Background: an optimization exercise with open tools, aiming at small area. Do not read the settings as production practice.
Only simulation tests tie the RTL to the original design; equivalence was not proved.
The clock port is modelled as an ideal driver; clocking choices that lean on that would not hold on a real chip.
Power is estimated from default activity; no workload was simulated.

### flow/flow/synth.tcl
# The standard flow's synthesis (synth_recipe.tcl, unchanged) with one difference: abc maps
# the logic with flow/area.abc (structural hashing and area-oriented &nf
# mapping) instead of ORFS's delay-oriented script. Registers are mapped by
# dfflibmap before abc, exactly as in the standard synthesis.
proc abc {args} {
  set i [lsearch $args -script]
  if { $i >= 0 } {
    set args [lreplace $args [expr {$i + 1}] [expr {$i + 1}] $::env(FLOW_ABC_SCRIPT)]
  }
  yosys abc {*}$args
}
source $::env(FLOW_WORK)/synth_recipe.tcl
### flow/constraint.sdc
create_clock -name core_clock -period 10.0 [get_ports {sysclk}]
set_input_delay 2.0000 -clock core_clock [delete_from_list [all_inputs] [get_ports {sysclk}]]
set_output_delay 2.0000 -clock core_clock [all_outputs]
set_load 0.01 [all_outputs]
### flow/flow/run.sh
#!/bin/bash
# The standard ORFS layout (standard.sh) with these changes:
#  * synthesis maps logic with an area-oriented abc script (flow/synth.tcl);
#  * the port buffers use the smallest buffer cell, buf_1;
#  * CTS uses small clock buffers and no dummy loads;
#  * no adder extraction in synthesis (ADDER_MAP_FILE empty).
# The full output of the flow goes to flow.log in the work folder.
set -euo pipefail
export FLOW_WORK=$PWD
export FLOW_ABC_SCRIPT=$PWD/flow/area.abc
export BUFFER_PORTS_ARGS="-buffer_cell sky130_fd_sc_hd__buf_1"
export CTS_ARGS="-sink_clustering_enable -repair_clock_nets -dont_use_dummy_load -buf_list {sky130_fd_sc_hd__clkbuf_2 sky130_fd_sc_hd__clkbuf_4 sky130_fd_sc_hd__clkbuf_8}"
bash standard.sh SYNTH_SCRIPT=$PWD/flow/synth.tcl ADDER_MAP_FILE= finish > flow.log 2>&1
### flow/standard.sh
#!/bin/bash
# synth_recipe.tcl (not shown) runs the flow's synth.tcl, then flattens the netlist and writes it again
# the make line also repeats each setting of config.mk as NAME=value (left out here)
make -C /OpenROAD-flow-scripts/flow DESIGN_CONFIG=/design/flow/config.mk WORK_HOME=/design/flow/orfs CLKGATE_MAP_FILE= SYNTH_SCRIPT=/design/flow/synth_recipe.tcl "${@:-finish}"
### flow/design.v
module slv_reg(
        input [31:0] reg0,   
        input [31:0] reg1,
        input [31:0] reg2,
        input [31:0] reg3,
        input [31:0] reg4,
        input [31:0] reg5,
        input [31:0] reg6,
        input [31:0] reg7,
        input [31:0] reg8,
        input [31:0] reg9,
        input [31:0] reg10,
        input sysclk,
        output tcclk_out,
        output sout
    );
reg [10:0] dq;       
reg clk_out;         
reg tcclk_d;         
reg [4:0] bitcnt;    
reg [3:0] wc;        
wire tick;           
wire [10:1] sel;     
wire shift;          
wire hold;           
wire sr0;            
wire n000, n001, n002, n003, n004, n005, n006, n007, n008, n009, n010, n011, n012, n013, n014, n015, n016, n017, n018, n019, n020, n021, n022, n023, n024, n025, n026, n027, n028, n029, n030, n031, n032, n033, n034, n035, n036, n037, n038, n039, n040, n041, n042, n043, n044, n045, n046, n047, n048, n049, n050, n051, n052, n053, n054, n055, n056, n057, n058;
assign tcclk_out = (clk_out&reg0[0]);
assign hold = (tcclk_d) | (~tcclk_out);
assign tick = (~hold);
assign n038 = (wc[1]) | (~wc[0]);
assign n039 = (~bitcnt[4]&~bitcnt[0]);
assign n040 = (~wc[2]) | (~wc[3]);
assign n041 = (~bitcnt[2]&~bitcnt[3]&~hold&n040);
assign n042 = (~bitcnt[1]) | (~n039) | (~n041);
assign n043 = (~n042);
assign n044 = (~wc[3]) | (~n043);
assign sel[9] = (~n038&~n044);
assign sel[8] = (~wc[0]&~wc[1]&~n044);
assign n045 = (~wc[0]) | (~wc[1]);
assign n046 = (~wc[0]) | (~wc[1]) | (~wc[2]);
assign sel[7] = (~wc[3]&~n042&~n046);
assign n047 = (wc[3]) | (~n043) | (~wc[2]);
assign n048 = (wc[0]) | (~wc[1]);
assign sel[6] = (~n047&~n048);
assign sel[5] = (~n038&~n047);
assign sel[4] = (~wc[0]&~wc[1]&~n047);
assign sel[3] = (~wc[2]&~wc[3]&~n042&~n045);
assign sel[2] = (~wc[0]&~wc[2]&~wc[3]&~n042);
assign n049 = (~wc[2]&~wc[3]&~n038);
assign n050 = (~wc[0]&~n049) | (~wc[1]&~n049) | (~wc[3]&~n049);
assign sel[1] = (~n042&~n050);
assign n051 = (dq[6]) | (~dq[7]) | (~dq[9]) | (~dq[8]);
assign n052 = (~dq[0]) | (~dq[1]);
assign n053 = (dq[4]) | (~dq[5]) | (~dq[2]) | (~dq[3]);
assign n054 = (~n051&~n052&~n053);
assign n055 = (~reg0[1]&~n054);
assign n056 = (~dq[1]&~dq[10]) | (dq[1]&dq[10]);
assign n001 = (~reg0[1]&~n054&~n056);
assign sel[10] = (~n044&~n048);
assign shift = (~hold&~n043);
assign n057 = (~reg0[0]) | (~sr0) | (~n040);
assign sout = (~n049&~n057);
assign n058 = (~clk_out&~n054) | (reg0[1]);
assign n000 = (~clk_out&~n058) | (~n054&~n058);
assign n003 = (~dq[0]) | (~n055);
assign n004 = (~dq[1]&~reg0[1]);
assign n005 = (~dq[2]) | (~n055);
assign n006 = (~dq[3]&~reg0[1]);
assign n007 = (~dq[4]) | (~n055);
assign n008 = (~dq[5]&~reg0[1]);
assign n009 = (~dq[6]) | (~n055);
assign n010 = (~dq[7]&~reg0[1]&~n054);
assign n011 = (~dq[8]) | (~n055);
assign n002 = (~dq[9]&~reg0[1]);
assign n021 = (~bitcnt[0]&~bitcnt[1]) | (~tick&~bitcnt[1]);
assign n022 = (bitcnt[0]&bitcnt[1]&tick);
assign n012 = (~reg0[1]&~n021&~n022);
assign n023 = (~bitcnt[0]&~tick) | (bitcnt[0]&tick);
assign n013 = (~reg0[1]&~n023);
assign n024 = (bitcnt[2]&n022);
assign n025 = (bitcnt[2]&bitcnt[3]&n022);
assign n026 = (~bitcnt[4]&~n025);
assign n027 = (~bitcnt[4]) | (~n025);
assign n014 = (~reg0[1]&~n026&n027);
assign n028 = (~wc[0]&~wc[2]) | (~wc[1]&~wc[2]);
assign n029 = (~n027&~n028) | (~wc[3]);
assign n030 = (~wc[3]&~n046&~n027);
assign n031 = (~reg0[1]&~n030);
assign n015 = (~n029) | (~n031);
assign n032 = (wc[3]) | (~n046);
assign n033 = (~wc[2]&~reg0[1]) | (~n027&~reg0[1]);
assign n016 = (~n027&~n028&~n032) | (~n033);
assign n034 = (~wc[2]&~n038&~n027) | (~wc[2]&~n048&~n027) | (~wc[3]&~n038&~n027) | (~wc[3]&~n048&~n027);
assign n017 = (wc[1]&n027) | (n034) | (reg0[1]);
assign n035 = (~wc[0]&~n027) | (~n040&~n027);
assign n018 = (wc[0]&n027) | (n035) | (reg0[1]);
assign n036 = (~bitcnt[3]&~n024);
assign n019 = (~reg0[1]&~n025&~n036);
assign n037 = (~bitcnt[2]&~n022);
assign n020 = (~reg0[1]&~n024&~n037);
always @(posedge sysclk)
begin
    bitcnt[0] <= n013;
    bitcnt[1] <= n012;
    bitcnt[2] <= n020;
    bitcnt[3] <= n019;
    bitcnt[4] <= n014;
    clk_out <= n000;
    dq[0] <= n001;
    dq[10] <= n002;
    dq[1] <= n003;
    dq[2] <= n004;
    dq[3] <= n005;
    dq[4] <= n006;
    dq[5] <= n007;
    dq[6] <= n008;
    dq[7] <= n009;
    dq[8] <= n010;
    dq[9] <= n011;
    tcclk_d <= tcclk_out;
    wc[0] <= n018;
    wc[1] <= n017;
    wc[2] <= n016;
    wc[3] <= n015;
end
reg [61:0] sr;
reg [61:30] sr_d;
integer i;
always @(*)
begin
    for (i = 0; i < 32; i = i + 1)
        sr_d[30+i] = ((sel[1] & reg1[31-i]) | (sel[2] & reg2[31-i]) | (sel[3] & reg3[31-i]))
                   | ((sel[4] & reg4[31-i]) | (sel[5] & reg5[31-i]) | (sel[6] & reg6[31-i]))
                   | ((sel[7] & reg7[31-i]) | (sel[8] & reg8[31-i]) | (sel[9] & reg9[31-i]))
                   | ((sel[10] & reg10[31-i]) | (shift & (i == 31 ? 1'b0 : sr[31+i])) | (hold & sr[30+i]));
end
always @(posedge sysclk)
begin
    if (tick)
        sr[29:0] <= sr[30:1];
    sr[61:30] <= sr_d;
end
assign sr0 = sr[0];
endmodule
### flow/config.mk
export PLATFORM = sky130hd
export DESIGN_NAME = slv_reg
export DESIGN_NICKNAME = slv_reg
export VERILOG_FILES = /design/flow/design.v
export SDC_FILE = /design/flow/constraint.sdc
export NUM_CORES = 4
export LEC_CHECK = 0
export CAP_MARGIN = 0
export CORE_MARGIN = 2
export CORE_UTILIZATION = 30
export SLEW_MARGIN = 0
### flow/flow/area.abc
&get -n
&st
&nf -R 1000
&put
==> notes.md, run 1 <==
Max incr delay on CP: 1.11 ns
Post-Syn Area: 3860 sq um
Placeable core area: 12600 sq um
Yosys top cell area share: 32.9%
CP endpoint: wc[1]
Max frequency: 0.184 GHz
Crit Path Max Fanout: 35
Adder-Cell Fraction of Synth Area: 0%
WP data required: 10.21 ns
Cts bufs inserted: 9
Hold Buf Count CTS: 0
HP Class: flip-flop to flip-flop
Top FF cell, synth: dfxtp_1
Final hold slack: 0.365 ns
Die area: 13800 sq um
Drt wl/cell: 23.5 microns
Commonest cells post-synth: a222oi_1 (127), dfxtp_1 (54), nand4_1 (33)
Fillers: 1279
Final WL: 19700 microns
DIE HEIGHT: 117 microns
RSZ-0062 raised after global routing: no
Worst skew pair latency: 0.34 ns
Flop2flop setup slack: 5.95 ns
Nets@finish: 1022
Via count: 5250
CTS tree: built
Worst R2R Path Depth: 9
Slew Viols, Final: 0
Met3 wire len: 2080 microns
Slowest stage cell, crit path: clkinv_1
Initial DRC count: 1123
FF-to-FF Start: clk_out
Critical path capture point type: flip-flop
Clk pin slew, worst setup/hold paths: 0.08 ns
Initial antenna violation count: 2
Leakage power: 1.71 nW
Post-Syn Instances: 321
GR Overflow Total: 0
Vias per cell: 6.24
CP startpoint kind: input port
Register bit count reported by yosys: 84
Psw: 0.000132 W
Top-count cell post-synth: a222oi_1
PwrDens: 107 nW/um^2
Number of routed nets with antenna violations: 0
Hpwl dp: 15100 microns
Post-route setup TNS: 0 ns
Die width: 117 microns
Post_cts resized: 0
Root buf cell: clkbuf_8
Synthesized net count: 674
Sink Count: 84
CP top delay family: simple AND/OR/NAND/NOR gates
Drt drc: 0
Worst Setup SP: reg0[0]
Storage cell area: 1980 sq um
All-Layer GR Usage: 27.5%
WP data arrival: 5.65 ns
Max Used Layer: met4
Ranking of synthesized cells by area: a222oi_1 (33%), dfxtp_1 (28%), edfxtp_1 (23%)
Share of power burned in combinational logic: 9.0%
Post-synthesis average cell area: 12.0 sq um
Max IR drop VDD: 0.0596 mV
Critical path depth: 10
Hold Violations, Final: 0
Area of the multi-input gates: 1920 sq um
Max-Slew Margin vs Limit: 26.1%
Pre-antenna DRT Iters: 10
Clock Power Share: 31.7%
Status: timing/DRC/antenna clean
Worst-margin pin slew: 1.10 ns
Number of enable flip-flop cells after synthesis: 30
RR Endpoint: wc[1]
Initial Utilization: 30.7%
Multiplexer share of the synthesized area: 0%
Share of layout cells above drive strength 1: 5.10%
Crit share post-route: 54.4%
Dominant cell type by area after synthesis: a222oi_1
Seq/Total Area, Yosys: 51.3%
Area fraction in compound gates after synthesis: 35.5%
Vias in the first global route: 5091
Clock Path Buffers: 2
Critical path type: input port to flip-flop
PortBufs: 324
Netlist cell types: 25
Row count: 41
Pint: 0.000462 W
Critical path cell sequence: buf_1 -> and2_0 -> nand2b_2 -> clkinv_1 -> and3_1 -> and3_1 -> nand2_1 -> nor3_1 -> a2111oi_0 -> nand2b_1
Met1 WL: 7770 microns
Main combinational cell family by area after synthesis: compound AO/OA/AOI/OAI gates
GP Congestion: 0.938
I/O pin count: 355
Tmin final: 5.44 ns
Setup violators final: 0
Ys async rst share: 0%
Met2 WL: 9430 microns
Postcts setup bufs: 0
Syn-to-layout area delta: 44.2%
MaxCap Viol Count: 0
Synth Warn #: 1
Sequential share of power: 59.3%
H-tree depth: 3
Net Sw Frac: 22.3%
Worst clock skew: 0.0145 ns
Critical path buffers and inverters: 2
Most common cell on crit path: and3_1
First-pass GRT wire length: 28900 microns
Synth Area in Simple Gates: 12.5%
Synth Area in XOR/XNOR: 0.454%
Pin count of the biggest net entering global routing: 36
==> worst min-delay path by stage <==
stage | startpoint | endpoint | slack [ns] | cells after the start
floorplan | dq[4] | dq[5] | 0.35 | 1
global placement | dq[4] | dq[5] | 0.36 | 1
detailed placement | dq[6] | dq[7] | 0.37 | 1
CTS | dq[4] | dq[5] | 0.37 | 1
global route | dq[4] | dq[5] | 0.39 | 1
finish | dq[4] | dq[5] | 0.36 | 1
==> kinds of logic after synthesis <==
group                  Yosys count
flip-flops                      84
XOR/XNOR                         2
buffers and inverters            2
AO/OA/AOI/OAI                  143
AND/OR/NAND/NOR                 90
==> per-stage QoR <==
step           worst slack [ns]  cells  util [%]  area [sq um]  total power (W)
3_3_place_gp               4.31    830      43.3          5440         0.000412
6_report                   4.56    841      44.3          5570         0.000594
3_5_place_dp               4.20    830      43.3          5440         0.000413
5_1_grt                    4.09    841      44.3          5570         0.000620
4_1_cts                    4.58    839      44.3          5560         0.000601
2_1_floorplan              3.84    321         -          3860         0.000362
==> power by group through the flow <==
| stage | combinational, W | sequential (W) | clock (W) |
|---|---|---|---|
| after detailed placement | 0.0000529 | 0.000360 | 0 |
| after global routing | 0.0000592 | 0.000352 | 0.000209 |
| final | 0.0000538 | 0.000352 | 0.000188 |
| after CTS | 0.0000532 | 0.000352 | 0.000195 |
| after global placement | 0.0000518 | 0.000360 | 0 |
| after floorplan | 0.00000215 | 0.000360 | 0 |
==> routing by layer <==
layer	up-vias	GRT usage [%]
met5	-	0
li1	2315	-
met3	30	9.35
met2	339	44.8
met1	2566	34.6
met4	0	7.98
==> placed cells by master, fill, tap and decap left out, types with 4 or more instances in the layout <==
master,n
a21oi_1,7
a222oi_1,127
buf_1,324
buf_4,13
clkbuf_8,9
dfxtp_1,54
edfxtp_1,30
nand2_1,11
nand2b_1,4
nand4_1,33
nor2_1,11
nor2_2,5
nor3_1,10
nor3_2,4
==> state kept, by name (all words and copies together), names as in the netlist <==
signal	flops
sr	62
dq	11
bitcnt	5
wc	4
clk_out	1
tcclk_d	1
==> layout make-up <==
class,count,share of cell area [%]
clock buffers,9,2.23
multi-input cells,235,34.5
inverters,2,0.135
diodes,2,0.0899
well taps,172,3.87
flip-flops and latches,84,35.6
repair buffers,337,23.6
==> inputs of run 2 (changes only) <==
--- a/flow/config.mk
+++ b/flow/config.mk
@@ -5,7 +5,7 @@
 export SDC_FILE = /design/flow/constraint.sdc
 export NUM_CORES = 4
 export LEC_CHECK = 0
-export CAP_MARGIN = 0
+export CAP_MARGIN = 20
 export CORE_MARGIN = 2
 export CORE_UTILIZATION = 30
-export SLEW_MARGIN = 0
+export SLEW_MARGIN = 20
==> run 2 against run 1 <==
Against the previous run: still clean; combinational power barely moved; sequential share of layout area did not move; critical path depth rose by 1; flip-flop and latch count did not move; core utilization did not move; synthesized area did not move; critical endpoint is now sr[36]; largest power group unchanged.
==> notes.md, run 2 <==
Crit share post-route: 50.9%
Seq/Total Area, Yosys: 51.3%
Leakage power: 1.72 nW
Netlist cell types: 25
Number of routed nets with antenna violations: 0
CP startpoint kind: input port
Final hold slack: 0.365 ns
Via count: 5252
Initial antenna violation count: 2
Root buf cell: clkbuf_8
Status: timing/DRC/antenna clean
Nets@finish: 1022
Die width: 117 microns
WP data required: 10.28 ns
Worst clock skew: 0.0149 ns
Yosys top cell area share: 32.9%
PortBufs: 324
Setup WS pre-CTS: 4.20 ns
WP data arrival: 5.37 ns
Biggest regs: sr x62, dq x11, bitcnt x5
Max frequency: 0.196 GHz
Share of layout cells above drive strength 1: 5.25%
Die area: 13800 sq um
Most common cell after layout, fill and taps aside: buf_1
Dominant cell type by area after synthesis: a222oi_1
Initial Utilization: 30.7%
Util after Layout: 44.3%
HP Class: flip-flop to flip-flop
Slew Viols, Final: 0
Hpwl dp: 15100 microns
Critical path capture point type: flip-flop
Row count: 41
Cts bufs inserted: 9
Syn-to-layout area delta: 44.2%
Most frequent cells in the layout: buf_1 (324), a222oi_1 (127), dfxtp_1 (54)
GR Overflow Total: 0
Clock Path Buffers: 2
Drt drc: 0
Largest register FFs: 62
Top-count cell post-synth: a222oi_1
Ranking of synthesized cells by area: a222oi_1 (33%), dfxtp_1 (28%), edfxtp_1 (23%)
Initial DRC count: 1123
Most common cell on crit path: nand4_1
Pre-antenna DRT Iters: 10
Post_cts resized: 0
Final WL: 19700 microns
Ys async rst share: 0%
Tmin final: 5.09 ns
Vias in the first global route: 5091
Worst-margin pin slew: 1.05 ns
Hold Buf Count CTS: 0
Synth Warn #: 1
Crit Path Max Fanout: 35
Setup violators final: 0
PwrDens: 107 nW/um^2
Post-synthesis average cell area: 12.0 sq um
Slowest stage cell, crit path: nor3_2
Largest register by flop count: sr
H-tree depth: 3
RSZ-0062 raised after global routing: no
Critical path cell sequence: buf_1 -> and2_0 -> nand2b_2 -> nor3_1 -> nand4_1 -> nor2_1 -> nand2_1 -> nor3_2 -> buf_4 -> a222oi_1 -> nand4_1
Synthesized net count: 674
First-pass GRT wire length: 28900 microns
Max-Slew Margin vs Limit: 29.4%
Max incr delay on CP: 0.82 ns
Sink Count: 84
MaxCap Viol Count: 0
Placeable core area: 12600 sq um
I/O pin count: 355
Final WS setup: 4.91 ns
Worst skew pair latency: 0.34 ns
Register bit count reported by yosys: 84
Max IR drop VDD: 0.0596 mV
Postcts setup bufs: 0
Hold Violations, Final: 0
CTS tree: built
GP Congestion: 0.938
Number of enable flip-flop cells after synthesis: 30
Vias per cell: 6.24
Post-Syn Area: 3860 sq um
Top FF cell, synth: dfxtp_1
Post-route setup TNS: 0 ns
DIE HEIGHT: 117 microns
Post-Syn Instances: 321
Critical path type: input port to flip-flop
All-Layer GR Usage: 27.5%
Drt wl/cell: 23.5 microns
Clk pin slew, worst setup/hold paths: 0.08 ns
Commonest cells post-synth: a222oi_1 (127), dfxtp_1 (54), nand4_1 (33)
Pin count of the biggest net entering global routing: 36
-- run 2: cells by family after synthesis --
| kind of cell | count (synthesis) | share of synthesized area, % |
|---|---|---|
| AO/OA/AOI/OAI | 143 | 35.5 |
| XOR/XNOR | 2 | 0.454 |
| buffers and inverters | 2 | 0.194 |
| flip-flops | 84 | 51.3 |
| AND/OR/NAND/NOR | 90 | 12.5 |
-- run 2: cell type report --
class	count	area (sq um)
Antenna cell	2	5.00
Clock buffer	9	124
Fill cell	1279	7000
Inverter	2	7.51
Multi-Input combinational cell	235	1920
Sequential cell	84	1980
Tap cell	172	215
Timing Repair Buffer	337	1310
-- run 2: final timing paths --
path	from	endpoint	slack [ns]	cells after the start
worst min-delay path	dq[4]	dq[5]	0.36	1
worst max register to register	clk_out	sr[36]	6.29	10
worst min register to register	dq[4]	dq[5]	0.36	1
worst max-delay path	reg0[0]	sr[36]	4.91	11
-- run 2: report_power, final --
group / switching (W) / internal [W] / total, W
logic: 0.0000243 / 0.0000295 / 0.0000538
clock network: 0.000107 / 0.0000807 / 0.000188
registers: 0.000000600 / 0.000352 / 0.000352
total: 0.000132 / 0.000462 / 0.000594
-- run 2: critical path: cells and delay by family --
family          cells  cell delay [ns]
compound gates      1             0.19
buf+inv             2             0.52
simple gates        8             2.64
-- run 2: metal layers --
metal,vias to the layer above,track usage (%),part of all wire (%)
li1,2316,-,-
met1,2565,34.6,39
met2,341,44.8,48
met3,30,9.35,11
met4,0,7.98,2.3
met5,-,0,0
-- run 2: stage by stage --
step / power, W / instances / instance area [sq um]
after floorplan: 0.000362 / 321 / 3860
after global placement: 0.000412 / 830 / 5440
after detailed placement: 0.000413 / 830 / 5440
after CTS: 0.000601 / 839 / 5560
after global routing: 0.000620 / 841 / 5570
final: 0.000594 / 841 / 5570
==> inputs of run 3 (changes only) <==
==> flow/flow/run.sh (replaced) <==
#!/bin/bash
# The standard ORFS layout (standard.sh) with these changes:
#  * synthesis maps logic with an area-oriented abc script (flow/synth.tcl);
#  * the port buffers use the smallest buffer cell, buf_1;
#  * no adder extraction in synthesis (ADDER_MAP_FILE empty).
# The full output of the flow goes to flow.log in the work folder.
set -euo pipefail
export FLOW_WORK=$PWD
export FLOW_ABC_SCRIPT=$PWD/flow/area.abc
export BUFFER_PORTS_ARGS="-buffer_cell sky130_fd_sc_hd__buf_1"
export POST_CTS_TCL=$PWD/flow/post_cts.tcl
export CTS_ARGS="-sink_clustering_enable -repair_clock_nets -dont_use_dummy_load -buf_list {sky130_fd_sc_hd__clkbuf_4}"
bash standard.sh SYNTH_SCRIPT=$PWD/flow/synth.tcl ADDER_MAP_FILE= finish > flow.log 2>&1
==> flow/flow/post_cts.tcl (new file) <==
set clk [lindex [all_clocks] 0]
set was_prop [get_property $clk is_propagated]
set_propagated_clock [all_clocks]
estimate_parasitics -placement
set n 0
foreach inst [get_cells *] {
  if { [get_property $inst ref_name] != "sky130_fd_sc_hd__clkbuf_4" } { continue }
  set net [get_nets -of_objects [get_pins -of_objects $inst -filter "direction==output"]]
  set worst 0
  foreach p [get_pins -of_objects $net -filter "direction==input"] {
    foreach prop {slew_max_rise slew_max_fall} {
      set v [get_property $p $prop]
      if { $v > $worst } { set worst $v }
    }
  }
  puts "post_cts: [get_full_name $inst] sink slew [format %.4f $worst]"
  if { $worst > 0.122 } {
    replace_cell $inst sky130_fd_sc_hd__clkbuf_8
    incr n
  }
}
puts "post_cts: upsized $n clock buffers to clkbuf_8"
if { !$was_prop } { unset_propagated_clock [all_clocks] }
detailed_placement
check_placement
estimate_parasitics -placement
--- a/flow/config.mk
+++ b/flow/config.mk
@@ -8,4 +8,5 @@
 export CAP_MARGIN = 20
 export CORE_MARGIN = 2
 export CORE_UTILIZATION = 30
+export GPL_TIMING_DRIVEN = 0
 export SLEW_MARGIN = 20
==> run 3 against run 2 <==
Against the previous run: first-iteration DRC count up 2.7%; worst hold slack better by 0.013 ns; clock power is 13% lower; largest power group unchanged.
==> notes.md, run 3 <==
Status: timing/DRC/antenna clean
Tmin final: 4.70 ns
PwrDens: 99.1 nW/um^2
Hold Violations, Final: 0
Setup violators final: 0
Seq/Total Area, Yosys: 51.3%
Critical path type: input port to flip-flop
Die area: 13800 sq um
Fillers: 1252
Hold Crit Start: dq[0]
Synthesized net count: 674
All-Layer GR Usage: 27.1%
Post-route setup TNS: 0 ns
Max-Slew Margin vs Limit: 51.1%
Crit share post-route: 47.0%
Top FF cell, synth: dfxtp_1
Final hold slack: 0.378 ns
Area of the multi-input gates: 1940 sq um
Initial DRC count: 1153
Commonest cells post-synth: a222oi_1 (127), dfxtp_1 (54), nand4_1 (33)
Largest register FFs: 62
Max frequency: 0.213 GHz
Largest register by flop count: sr
Worst clock skew: 0.0340 ns
Hold EP: dq[1]
Worst skew pair latency: 0.36 ns
Met1 WL: 7260 microns
Hold path cells: 1
DIE HEIGHT: 117 microns
Max IR drop VDD: 0.0542 mV
Slew Viols, Final: 0
PortBufs: 324
Met3 wire len: 2480 microns
Dominant cell type by area after synthesis: a222oi_1
Drt drc: 0
Worst R2R Path Depth: 11
Number of enable flip-flop cells after synthesis: 30
Share of layout cells above drive strength 1: 7.06%
Flop2flop setup slack: 6.71 ns
Placeable core area: 12600 sq um
Top-count cell post-synth: a222oi_1
RSZ-0062 raised after global routing: no
WP data arrival: 4.92 ns
Clk pin slew, worst setup/hold paths: 0.11 ns
Storage cell area: 1980 sq um
RR Endpoint: sr[36]
I/O pin count: 355
GP Congestion: 0.935
First-pass GRT wire length: 28700 microns
Worst-margin pin slew: 0.733 ns
Met2 WL: 9510 microns
Crit Path Max Fanout: 18
Post-Syn Instances: 321
Nets@finish: 1035
Initial Utilization: 30.7%
Leakage power: 1.81 nW
Number of routed nets with antenna violations: 0
Vias per cell: 6.22
Hpwl dp: 15900 microns
CTS tree: built
Biggest regs: sr x62, dq x11, bitcnt x5
Drt wl/cell: 23.0 microns
Post-Syn Area: 3860 sq um
Die width: 117 microns
Sink Count: 84
Most frequent cells in the layout: buf_1 (324), a222oi_1 (127), dfxtp_1 (54)
Final Power: 0.000569 W
Most common cell after layout, fill and taps aside: buf_1
WP data required: 10.22 ns
Max Used Layer: met5
Synth Warn #: 1
Critical path capture point type: flip-flop
MaxCap Viol Count: 0
Pre-antenna DRT Iters: 14
HP Class: flip-flop to flip-flop
Row count: 41
Final WL: 19700 microns
Syn-to-layout area delta: 48.7%
Post-synthesis average cell area: 12.0 sq um
Vias in the first global route: 5035
FF-to-FF Start: clk_out
GR Overflow Total: 0
Initial antenna violation count: 3
CP startpoint kind: input port
Via count: 5321
Netlist cell types: 25
Util after Layout: 45.7%
Ranking of synthesized cells by area: a222oi_1 (33%), dfxtp_1 (28%), edfxtp_1 (23%)
Pin count of the biggest net entering global routing: 34
Register bit count reported by yosys: 84
Ys async rst share: 0%
Yosys top cell area share: 32.9%
[run 3: cell families (layout without fill, tap and decap cells)]
kind of cell	Yosys count	in the layout	share of synthesized area (%)
buffers and inverters	2	361	0.194
flip-flops	84	84	51.3
AND/OR/NAND/NOR	90	90	12.5
other	0	3	0
XOR/XNOR	2	2	0.454
AO/OA/AOI/OAI	143	143	35.5
[run 3: cell type report]
cell class | count | area share [%]
flip-flops and latches | 84 | 34.5
multi-input cells | 235 | 33.9
repair buffers | 350 | 26.0
well taps | 172 | 3.75
clock buffers | 9 | 1.61
inverters | 2 | 0.131
diodes | 3 | 0.131
[run 3: worst max-delay path, cell delays in order]
cell and delay [ns]:
buf_1 0.09, and2_0 0.18, nand2b_2 0.38, buf_16 0.22
nor3_1 0.06, nand4_1 0.29, clkinv_1 0.21, nand2_1 0.25
nor2_4 0.15, buf_16 0.20, a222oi_1 0.69, nand4_1 0.17
[run 3: worst max path at each step]
stage	depth (start not counted)	startpoint	slack (ns)	end
6_report	12	reg0[0]	5.30	sr[36]
3_3_place_gp	8	reg0[0]	0.53	sr[39]
3_5_place_dp	10	reg0[0]	4.50	wc[1]
5_1_grt	12	reg0[0]	5.14	sr[47]
2_1_floorplan	7	reg0[0]	3.84	sr[30]
[run 3: where the power goes]
part	leakage, nW	internal, W	switching (W)
sequential	0.710	0.000352	0.000000579
clock	0.0518	0.0000596	0.000104
combinational	1.04	0.0000295	0.0000235
total	1.81	0.000441	0.000128
[run 3: per-stage QoR]
step                worst slack, ns  area, sq um  std cells
detailed placement             4.50         5640        843
global route                   5.14         5740        854
finish                         5.30         5740        855
floorplan                      3.84         3860        321
global placement              0.529         5290        817
[run 3: routing by layer]
| metal | track usage [%] | up-vias |
|---|---|---|
| met3 | 8.67 | 29 |
| met2 | 45.0 | 372 |
| met4 | 8.13 | 2 |
| li1 | - | 2351 |
| met5 | 0 | - |
| met1 | 33.8 | 2567 |
==> inputs of run 4 (changes only) <==
--- a/flow/config.mk
+++ b/flow/config.mk
@@ -8,5 +8,4 @@
 export CAP_MARGIN = 20
 export CORE_MARGIN = 2
 export CORE_UTILIZATION = 30
-export GPL_TIMING_DRIVEN = 0
 export SLEW_MARGIN = 20
==> run 4 against run 3 <==
Against the previous run: still clean on timing, DRC and antenna; first-iteration DRC count is 11% lower; sequential power is essentially flat; synthesized cell count unchanged; fmax decreased by 5.0%; register-to-register slack got worse by 0.33 ns; via count fell by 1.7%; sequential share of layout area is 1.3 points higher; non-clock buffer count is 13 lower; cell count shrank 1.5%; core utilization is 1.7 points lower; clock power down 2%; total power shrank 0.53%.
==> notes.md, run 4 <==
Max-Slew Margin vs Limit: 33.5%
Critical path buffers and inverters: 2
Placeable core area: 12600 sq um
Largest register FFs: 62
Cell count after placement: 830
Share of layout cells above drive strength 1: 5.25%
Synth Warn #: 1
Worst R2R Path Depth: 10
Top-count cell post-synth: a222oi_1
CP startpoint kind: input port
Worst skew pair latency: 0.43 ns
Hpwl dp: 15100 microns
Number of enable flip-flop cells after synthesis: 30
FF-to-FF Start: clk_out
Clk pin slew, worst setup/hold paths: 0.08 ns
First-pass GRT wire length: 28900 microns
Critical path capture point type: flip-flop
Max IR drop VDD: 0.0473 mV
Biggest regs: sr x62, dq x11, bitcnt x5
Largest register by flop count: sr
Ranking of synthesized cells by area: a222oi_1 (33%), dfxtp_1 (28%), edfxtp_1 (23%)
Final WS setup: 5.05 ns
Pre-antenna DRT Iters: 8
Slowest stage cell, crit path: nor3_2
Status: timing/DRC/antenna clean
Netlist cell types: 25
Post-Syn Area: 3860 sq um
Non-Filler Instances: 842
Worst-margin pin slew: 0.992 ns
Initial Utilization: 30.7%
MaxCap Viol Count: 0
Row count: 41
WP data arrival: 5.28 ns
Nets@finish: 1022
Ys async rst share: 0%
RSZ-0062 raised after global routing: no
Initial antenna violation count: 2
Post-synthesis average cell area: 12.0 sq um
Via count: 5232
Met2 WL: 9420 microns
Synthesized net count: 674
Final WL: 19700 microns
Seq/Total Area, Yosys: 51.3%
I/O pin count: 355
Max incr delay on CP: 0.78 ns
Number of routed nets with antenna violations: 0
Crit Path Max Fanout: 35
Vias in the first global route: 5090
Die width: 117 microns
All-Layer GR Usage: 27.5%
Hold path cells: 1
PortBufs: 324
Syn-to-layout area delta: 43.3%
Drt wl/cell: 23.4 microns
Yosys top cell area share: 32.9%
Initial DRC count: 1029
Leakage power: 1.70 nW
GR Overflow Total: 0
DIE HEIGHT: 117 microns
WP data required: 10.34 ns
Crit share post-route: 49.5%
Most common cell after layout, fill and taps aside: buf_1
PwrDens: 102 nW/um^2
Hold Violations, Final: 0
Critical path type: input port to flip-flop
Worst Setup SP: reg0[0]
Tmin final: 4.95 ns
Worst clock skew: 0.0395 ns
Dominant cell type by area after synthesis: a222oi_1
Setup WS pre-CTS: 4.20 ns
Drt drc: 0
Hold EP: dq[7]
Max Used Layer: met4
CP top delay family: simple AND/OR/NAND/NOR gates
Slew Viols, Final: 0
Commonest cells post-synth: a222oi_1 (127), dfxtp_1 (54), nand4_1 (33)
Vias per cell: 6.21
Hold Crit Start: dq[6]
Register bit count reported by yosys: 84
Post-route setup TNS: 0 ns
Flop2flop setup slack: 6.38 ns
HP Class: flip-flop to flip-flop
RR Endpoint: sr[34]
Sink Count: 84
Most common cell on crit path: nand4_1
Setup violators final: 0
Most frequent cells in the layout: buf_1 (324), a222oi_1 (127), dfxtp_1 (54)
Critical path cell sequence: buf_1 -> and2_0 -> nand2b_2 -> nor3_1 -> nand4_1 -> nor2_1 -> nand2_1 -> nor3_2 -> buf_4 -> a222oi_1 -> nand4_1
Post-Syn Instances: 321
Die area: 13800 sq um
GP Congestion: 0.938
Met3 wire len: 2160 microns
Met1 WL: 7670 microns
CTS tree: built
Top FF cell, synth: dfxtp_1
Pin count of the biggest net entering global routing: 36
Max frequency: 0.202 GHz
[run 4: cell counts after synthesis]
Identical to the previous run, type by type.
[run 4: cell type report]
| cell class | instances | area (sq um) |
|---|---|---|
| fillers | 1281 | 7040 |
| flip-flops and latches | 84 | 1980 |
| multi-input cells | 235 | 1920 |
| repair buffers | 337 | 1310 |
| well taps | 172 | 215 |
| clock buffers | 9 | 86.3 |
| inverters | 2 | 7.51 |
| diodes | 3 | 7.51 |
[run 4: report_power, final]
group	internal (W)	switching [W]	leakage [nW]
clock network	0.0000547	0.000105	0.0492
registers	0.000352	0.000000601	0.710
logic	0.0000295	0.0000244	0.942
[run 4: how the worst max path moves through the flow]
stage                        end  slack [ns]  depth (start not counted)
after detailed placement   wc[1]        4.20                         10
final                     sr[34]        5.05                         11
after floorplan           sr[30]        3.84                          7
after global placement     wc[1]        4.31                         10
after global routing      sr[36]        4.86                         11
[run 4: kinds of logic (layout without fill, tap and decap cells)]
| logic type | after synthesis | after routing | share of synthesized area, % |
|---|---|---|---|
| and+or+nand+nor | 90 | 90 | 12.5 |
| AOI/OAI and AO/OA | 143 | 143 | 35.5 |
| other | 0 | 3 | 0 |
| xor gates and xnor gates | 2 | 2 | 0.454 |
| DFF | 84 | 84 | 51.3 |
| buffers and inverters | 2 | 348 | 0.194 |
[run 4: metal layers]
layer	global-route usage, %	vias up
met1	34.8	2543
met4	7.98	0
met3	9.35	33
li1	-	2317
met2	44.7	339
met5	0	-
[run 4: per-stage QoR]
stage	hold slack (ns)	total power [W]	util (%)	instance area (sq um)
final	0.383	0.000566	44.0	5530
after global routing	0.395	0.000592	44.0	5530
after global placement	0.356	0.000412	43.3	5440
after floorplan	0.353	0.000362	-	3860
after detailed placement	0.366	0.000413	43.3	5440
[run 4: worst reg2reg max path: stages (launching register included)]
cell and delay [ns]:
dfxtp_1 0.35, and2_0 0.21, nand2b_2 0.46, nor3_1 0.32
nand4_1 0.37, nor2_1 0.19, nand2_1 0.13, nor3_2 0.78
buf_4 0.44, a222oi_1 0.17, nand4_1 0.14

==> afterwards: timing with drivers on the ports <==
The results above use ideal ports. As a check the final layouts listed here were re-extracted and re-timed, cells and wires unchanged. Step 1 (the two cells are an assumption about what drives the block):
set clk [get_ports {sysclk}]
set_driving_cell -lib_cell sky130_fd_sc_hd__clkbuf_16 $clk
set_driving_cell -lib_cell sky130_fd_sc_hd__buf_2 [delete_from_list [all_inputs] $clk]
Step 2 also shifts input and output timing later by t, the mid clock arrival at the registers, as if the neighbouring blocks saw the same clock. Slacks: ideal ports / drivers / drivers and shift; pairs: ideal ports / drivers.
run | shift t [ns] | setup WS [ns] | worst hold slack (ns) | worst slew at a driven data input, ns
run 1 | 0.370 | 4.565 / 4.576 / 4.206 | 0.365 / 0.365 / 0.365 | 0.12
run 2 | 0.369 | 4.907 / 4.916 / 4.546 | 0.365 / 0.365 / 0.365 | 0.12
run 3 | 0.381 | 5.302 / 5.317 / 4.936 | 0.378 / 0.378 / 0.378 | 0.11
run 4 | 0.449 | 5.052 / 5.061 / 4.612 | 0.383 / 0.383 / 0.383 | 0.12
After both steps setup and hold are still met in every run listed. For run 4, which loses most, drivers alone change the setup slack by +0.009 ns; drivers and shift together by -0.440 ns.
